Source: an optimization exercise on an open RTL-to-GDS flow (aim: small area and a short achievable clock period). Production flows keep margins and buffers that such runs may drop. Only simulation tests tie the RTL to the original design; equivalence was not proved.

==> flow/design.v (outline; a module is shown in full before it is edited, if it fits) <==
// module mac_corner: 2494 lines
// module mac_edge: 1866 lines
// module mac_inner: 1700 lines
// module pe_os: 17 lines
// module systolic_array_os: 303 lines
module systolic_array_os #(
    DATA_WIDTH = 16,
    ACC_WIDTH = 64
    )(
    input logic clk,
    input logic rstn,
    input logic acc_en,
    input logic signed [DATA_WIDTH-1:0] data_0_i,
    input logic signed [DATA_WIDTH-1:0] data_1_i,
    input logic signed [DATA_WIDTH-1:0] data_2_i,
    input logic signed [DATA_WIDTH-1:0] data_3_i,
    input logic signed [DATA_WIDTH-1:0] weight_0_i,
    input logic signed [DATA_WIDTH-1:0] weight_1_i,
    input logic signed [DATA_WIDTH-1:0] weight_2_i,
    input logic signed [DATA_WIDTH-1:0] weight_3_i,
    output logic signed [ACC_WIDTH-1:0] acc_res_pe0_o,
    output logic signed [ACC_WIDTH-1:0] acc_res_pe1_o,
    output logic signed [ACC_WIDTH-1:0] acc_res_pe2_o,
    output logic signed [ACC_WIDTH-1:0] acc_res_pe3_o,
    output logic signed [ACC_WIDTH-1:0] acc_res_pe4_o,
    output logic signed [ACC_WIDTH-1:0] acc_res_pe5_o,
    output logic signed [ACC_WIDTH-1:0] acc_res_pe6_o,
    output logic signed [ACC_WIDTH-1:0] acc_res_pe7_o,
    output logic signed [ACC_WIDTH-1:0] acc_res_pe8_o,
    output logic signed [ACC_WIDTH-1:0] acc_res_pe9_o,
    output logic signed [ACC_WIDTH-1:0] acc_res_pe10_o,
    output logic signed [ACC_WIDTH-1:0] acc_res_pe11_o,
    output logic signed [ACC_WIDTH-1:0] acc_res_pe12_o,
    output logic signed [ACC_WIDTH-1:0] acc_res_pe13_o,
    output logic signed [ACC_WIDTH-1:0] acc_res_pe14_o,
    output logic signed [ACC_WIDTH-1:0] acc_res_pe15_o
    );
  // ...
==> flow/flow/run.sh <==
#!/bin/bash
# Layout flow: the standard flow (standard.sh) with these changes.
#  1. Synthesis skips the quick ABC pass inside Yosys's "synth" command
#     (synth -noabc). That pass remaps the full adders the RTL spells out gate
#     by gate; without it extract_fa finds them as written.
#  3. Every input and output port still gets its own buffer, but a plain
#     buffer cell (BUF_CELL) rather than the delay buffer buffer_ports picks
#     by itself; timing repair resizes them as needed.
# Each tool's output goes to synth.log and layout.log here (and ORFS's own
# logs under orfs/logs).
set -euo pipefail
BUF_CELL=sky130_fd_sc_hd__buf_1
HERE=$PWD
cp flow/abc.script abc.script
{
  echo 'proc synth {args} { yosys synth -nofsm -noshare -noabc {*}$args }'
  echo 'proc abc {args} {'
  echo '  set i [lsearch -exact $args -script]'
  echo "  if {\$i >= 0} { set args [lreplace \$args \$i [expr {\$i+1}] -script $HERE/abc.script] }"
  echo '  yosys abc {*}$args'
  echo '}'
  tail -n +2 synth_recipe.tcl
} > my_synth.tcl
head -1 synth_recipe.tcl | grep -q 'proc synth'
sed "s#SYNTH_SCRIPT=[^ ]*#SYNTH_SCRIPT=$HERE/my_synth.tcl#" standard.sh > my_standard.sh
grep -q 'my_synth.tcl' my_standard.sh
bash my_standard.sh synth > synth.log 2>&1
export BUFFER_PORTS_ARGS="-buffer_cell $BUF_CELL"
bash standard.sh > layout.log 2>&1
==> flow/flow/abc.script <==
strash
dch
map -D 1500
topo
stime -c
buffer -c
upsize -c
dnsize -c
==> flow/standard.sh <==
#!/bin/bash
# synth_recipe.tcl (not shown) runs the flow's synth.tcl, then flattens the netlist and writes it again
# the make line also repeats each setting of config.mk as NAME=value (left out here)
make -C /OpenROAD-flow-scripts/flow DESIGN_CONFIG=/design/flow/config.mk WORK_HOME=/design/flow/orfs CLKGATE_MAP_FILE= SYNTH_SCRIPT=/design/flow/synth_recipe.tcl "${@:-finish}"
==> flow/config.mk <==
export PLATFORM = sky130hd
export DESIGN_NAME = systolic_array_os
export DESIGN_NICKNAME = systolic_array_os
export VERILOG_FILES = /design/flow/design.v
export SDC_FILE = /design/flow/constraint.sdc
export NUM_CORES = 8
export LEC_CHECK = 0
export CAP_MARGIN = 20
export CORE_MARGIN = 2
export CORE_UTILIZATION = 40
export SETUP_SLACK_MARGIN = 4.5
export SLEW_MARGIN = 20
==> flow/constraint.sdc <==
create_clock -name core_clock -period 10.0 [get_ports {clk}]
set_input_delay 2.0000 -clock core_clock [delete_from_list [all_inputs] [get_ports {clk}]]
set_output_delay 2.0000 -clock core_clock [all_outputs]
set_load 0.01 [all_outputs]
==> run_results.csv, run 1 <==
group,metric,value,unit
run_status,outcome,"complete, no violations",
floorplan,core,426000,µm²
placed_design,hpwl,437000,µm
synth,yosysTopAreaCellShare,0.274,
detailed_routing,drc_errors,0,
final_layout,buffer_area_frac,0.0963,
synth,ys_ff_latch,1476,
synth,syn_inst,17800,
synth,postSynth.asyncResetShare,0.659,
worst_setup_path,cpMostUsedCell,"fa_2",
grt,grt_max_degree,215,
synth,synth_cell_type_count,80,
grt,grt_pass1_vias,139000,
final_layout,multi_input_area_share,0.600,
timing,max_slew_margin,0.234,
detailed_routing,wl_met3,66100,µm
final_layout,seq_cells,1476,
final_layout,instances_no_fill,25100,
timing,hold_violations,0,
worst_setup_path,slowest_delay,660,ps
cts,clk_path_buf_depth,4,
floorplan,fp-row-count,240,
final_layout,signal_buffers,2809,
floorplan,taps,5687,
grt,antenna_found_initial,91,
hold_path,min_delay_path_depth,2,
worst_setup_path,worstPathArrival,6490,ps
floorplan,die_h,658,µm
floorplan,initial_core_util,0.401,
synth,ys_warn_count,8,
timing,timing.final.crit_period,5720,ps
worst_setup_path,endpoint,"u_mac_11.acc_r[45]$_DFFE_PN0P_",
final_layout,nNetsFinal,22600,
==> run 2: changes to the inputs <==
--- a/flow/config.mk
+++ b/flow/config.mk
@@ -8,5 +8,5 @@
 export CAP_MARGIN = 20
 export CORE_MARGIN = 2
 export CORE_UTILIZATION = 40
-export SETUP_SLACK_MARGIN = 4.5
+export SETUP_SLACK_MARGIN = 4.0
 export SLEW_MARGIN = 20
==> run 2 against run 1 <==
Against the previous run:
- still clean
- final area down 5.9%
- synthesized area unchanged
- worst hold slack better by 7.1 ps
- first-iteration DRC count down 3.7%
- sequential share of layout area up 1.2 points
- synthesized cell count unchanged
- setup slack worse by 150 ps
- fmax down 2.5%
- die area unchanged
- clock skew down 62 ps
==> run_results.csv, run 2 <==
group,metric,value,unit
floorplan,ioPinCount,1155,
detailed_routing,wl_per_cell,24.5,µm
worst_setup_path,critPathLaunchType,"input pin",
worst_setup_path,cp-end-kind,"flip-flop",
grt,grt-ovfl-total,0,
floorplan,die_h,658,µm
synth,synthTopCellsByCount,"xor2_1 (2,425), fa_1 (2,337), nand2_1 (1,922)",
timing,period_share,0.587,
synth,synthTopCellsByArea,"fa_1 (27%), dfrtp_1 (14%), xor2_1 (12%), edfxtp_1 (8.8%), ha_1 (7.2%)",
hold_path,hold_class,"reg2reg",
grt,grt_pass1_vias,135000,
synth,synth_cell_type_count,80,
synth,synth_ff_type,"dfrtp_1",
grt,track_usage,0.271,
timing,max_slew_margin,0.258,
timing,hold_violations,0,
final_layout,seqCellArea,39500,µm²
floorplan,die_w,658,µm
cts,cts_buffers,203,
timing,rsz0062_at_grt,"yes",
cts,root_buffer,"clkbuf_16",
detailed_routing,num_vias,136000,
synth,postSynth.asyncResetShare,0.659,
cts,clk_pin_slew,60,ps
placed_design,hpwl,441000,µm
timing,finalSetupViolCount,0,
worst_setup_path,cp_max_fo,9,
cts,cts_hold_buf,0,
detailed_routing,dr.pass1.iters,9,
final_layout,final_cell_mix,"xor2_1 (2,403), fa_1 (2,330), nand2_1 (1,915)",
synth,ys_warn_count,8,
final_layout,final_common_cell,"xor2_1",
final_layout,nNetsFinal,22200,
floorplan,core,426000,µm²
cts,insertion_delay,950,ps
timing,drv_slew,0,
synth,synth_area_per_cell,9.60,µm²
synth,synth-edff-count,504,
placed_design,gp_congestion,0.960,
timing,worst_pin_slew,1110,ps
final_layout,syn_to_final_growth,13.3,%
final_layout,drive_gt1_frac,0.107,
detailed_routing,drtAntennaViolNets,0,
final_layout,final_util,0.454,
synth,yosys.area.top_type,"fa_1",
cts,cts-htree-levels,4,
timing,skew,68.5,ps
timing,fin_setup_tns,0,ps
cts,cts_tree,"yes",
detailed_routing,drtIter0Drc,14000,
job,maxCapViolations,0,
synth,yosysMostFrequentCell,"xor2_1",
detailed_routing,drc_errors,0,
floorplan,dieArea,433000,µm²
cts,clk_path_buf_depth,4,
cts,cts_sinks,1476,
synth,syn_nets,21300,
worst_setup_path,worstPathArrival,6640,ps
floorplan,fp-row-count,240,
final_layout,multi_input_area,116000,µm²
grt,grt_max_degree,205,
placed_design,portBuffers,1154,
timing,max_freq,170,MHz
floorplan,initial_core_util,0.401,
synth,ys_ff_latch,1476,
grt,antenna_found_initial,70,
grt,grt_first_pass_wirelength,888000,µm
worst_setup_path,critical_path_class,"in2reg",
timing,timing.final.crit_period,5870,ps
synth,syn_inst,17800,
worst_setup_path,crit_required,10780,ps
final_layout,fill_cells,40300,
synth,netlist_area,171000,µm²
run_status,outcome,"complete, no violations",
detailed_routing,viasPerCell,5.52,
synth,yosysTopAreaCellShare,0.274,
detailed_routing,wl,604000,µm
synth,yosysSeqAreaShare,0.231,
[run 2: cell counts after synthesis]
Identical to the previous run, type by type.
[run 2: cell type report]
cell class,instances,area share
diodes,39,0.000504
repair buffers,2395,0.0798
repair inverters,9,0.000258
clock buffers,254,0.0283
multi-input cells,12600,0.600
inverters,2041,0.0427
clock inverters,122,0.00766
well taps,5687,0.0367
flip-flops and latches,1476,0.204
[run 2: cell families (layout without fill, tap and decap cells)]
group | count (synthesis) | after routing | share of synthesized area
buffers and inverters | 3715 | 4821 | 0.0947
AOI/OAI and AO/OA | 3375 | 3375 | 0.119
and+or+nand+nor | 3355 | 3358 | 0.0781
adders and majority gates | 3319 | 3319 | 0.345
xor gates and xnor gates | 2585 | 2585 | 0.132
DFF | 1476 | 1476 | 0.231
other | 0 | 39 | 0
[run 2: timing repair]
item	4_1_cts	5_1_grt
endpoints found under the hold margin	0	0
buffers inserted	680	373
pin swaps	13	48
gates cloned	1	11
resized for setup	156	194
setup endpoints to repair	335	330
[run 2: final timing paths]
check | depth (start not counted) | startpoint | end | slack, ps
max in group asynchronous | 3 | rstn | u_mac_2.p_r[44]$_DFFE_PN0P_ | 7050
setup / recovery | 13 | data_2_i[15] | u_mac_8.p_r[34]$_DFFE_PN0P_ | 4130
min in group asynchronous | 1 | rstn | u_mac_3.p_r[44]$_DFFE_PN0P_ | 1130
hold reg to reg | 2 | v1$_DFFE_PN0P_ | v1$_DFFE_PN0P_ | 490
setup reg to reg | 21 | pe_4.d_o[15]$_DFFE_PP_ | u_mac_5.acc_r[32]$_DFFE_PN0P_ | 4150
hold / removal | 2 | v1$_DFFE_PN0P_ | v1$_DFFE_PN0P_ | 490
[run 2: critical path: stages]
cell and delay (ps):
buf_1 480, clkinv_1 800, o22ai_1 380, xor2_1 130, fa_1 400, fa_1 620
fa_1 520, fa_1 440, fa_1 390, inv_1 60, ha_1 210, nand2_1 60
o21ai_0 120
[run 2: routing by layer]
layer  wire length, µm  global-route usage  part of all wire  vias up
met5               278                   0           0.00046        -
met3             61900              0.0763              0.10     1714
met4             40900               0.149             0.068       44
met2            267000               0.419              0.44     7521
li1                  -                   -                 -    59600
met1            234000               0.344              0.39    67300
[run 2: per-stage QoR]
step	worst slack [ps]	instance area (µm²)	hold WS, ps	cells
floorplan	4000	171000	423	17800
global placement	3170	176000	464	23200
detailed placement	3080	176000	470	23200
CTS	4000	190000	495	24200
global route	3860	194000	518	24600
finish	4130	194000	492	24700

-- afterwards: timing with drivers on the ports --
How much do the figures lean on ideal ports? The routed layouts below were timed once more, with nothing changed but the port constraints. Step 1 assumes that a clkbuf_16 drives the clock port and a buf_2 every other input. Step 2 times the ports against the registers' clock, not the clock port: input delays grow and output delays shrink by t, the midpoint of the rising clock arrivals with the driver on. Three values: ideal ports, drivers, drivers and shift; two values: the first two.
run | shift t [ns] | setup slack, ns | worst setup path after step 2 | worst register clock-pin slew, ns | cell pins on the clock port's net
run 1 | 1.066 | 4.281 / 4.227 / 3.474 | input to register | 0.08 / 0.08 | 1
run 2 | 1.026 | 4.134 / 4.050 / 3.110 | input to register | 0.07 / 0.07 | 1
After both steps every run listed still meets setup and hold. The setup slack of run 2, which loses most, moves by -0.084 ns with the drivers and by -1.024 ns with both steps.
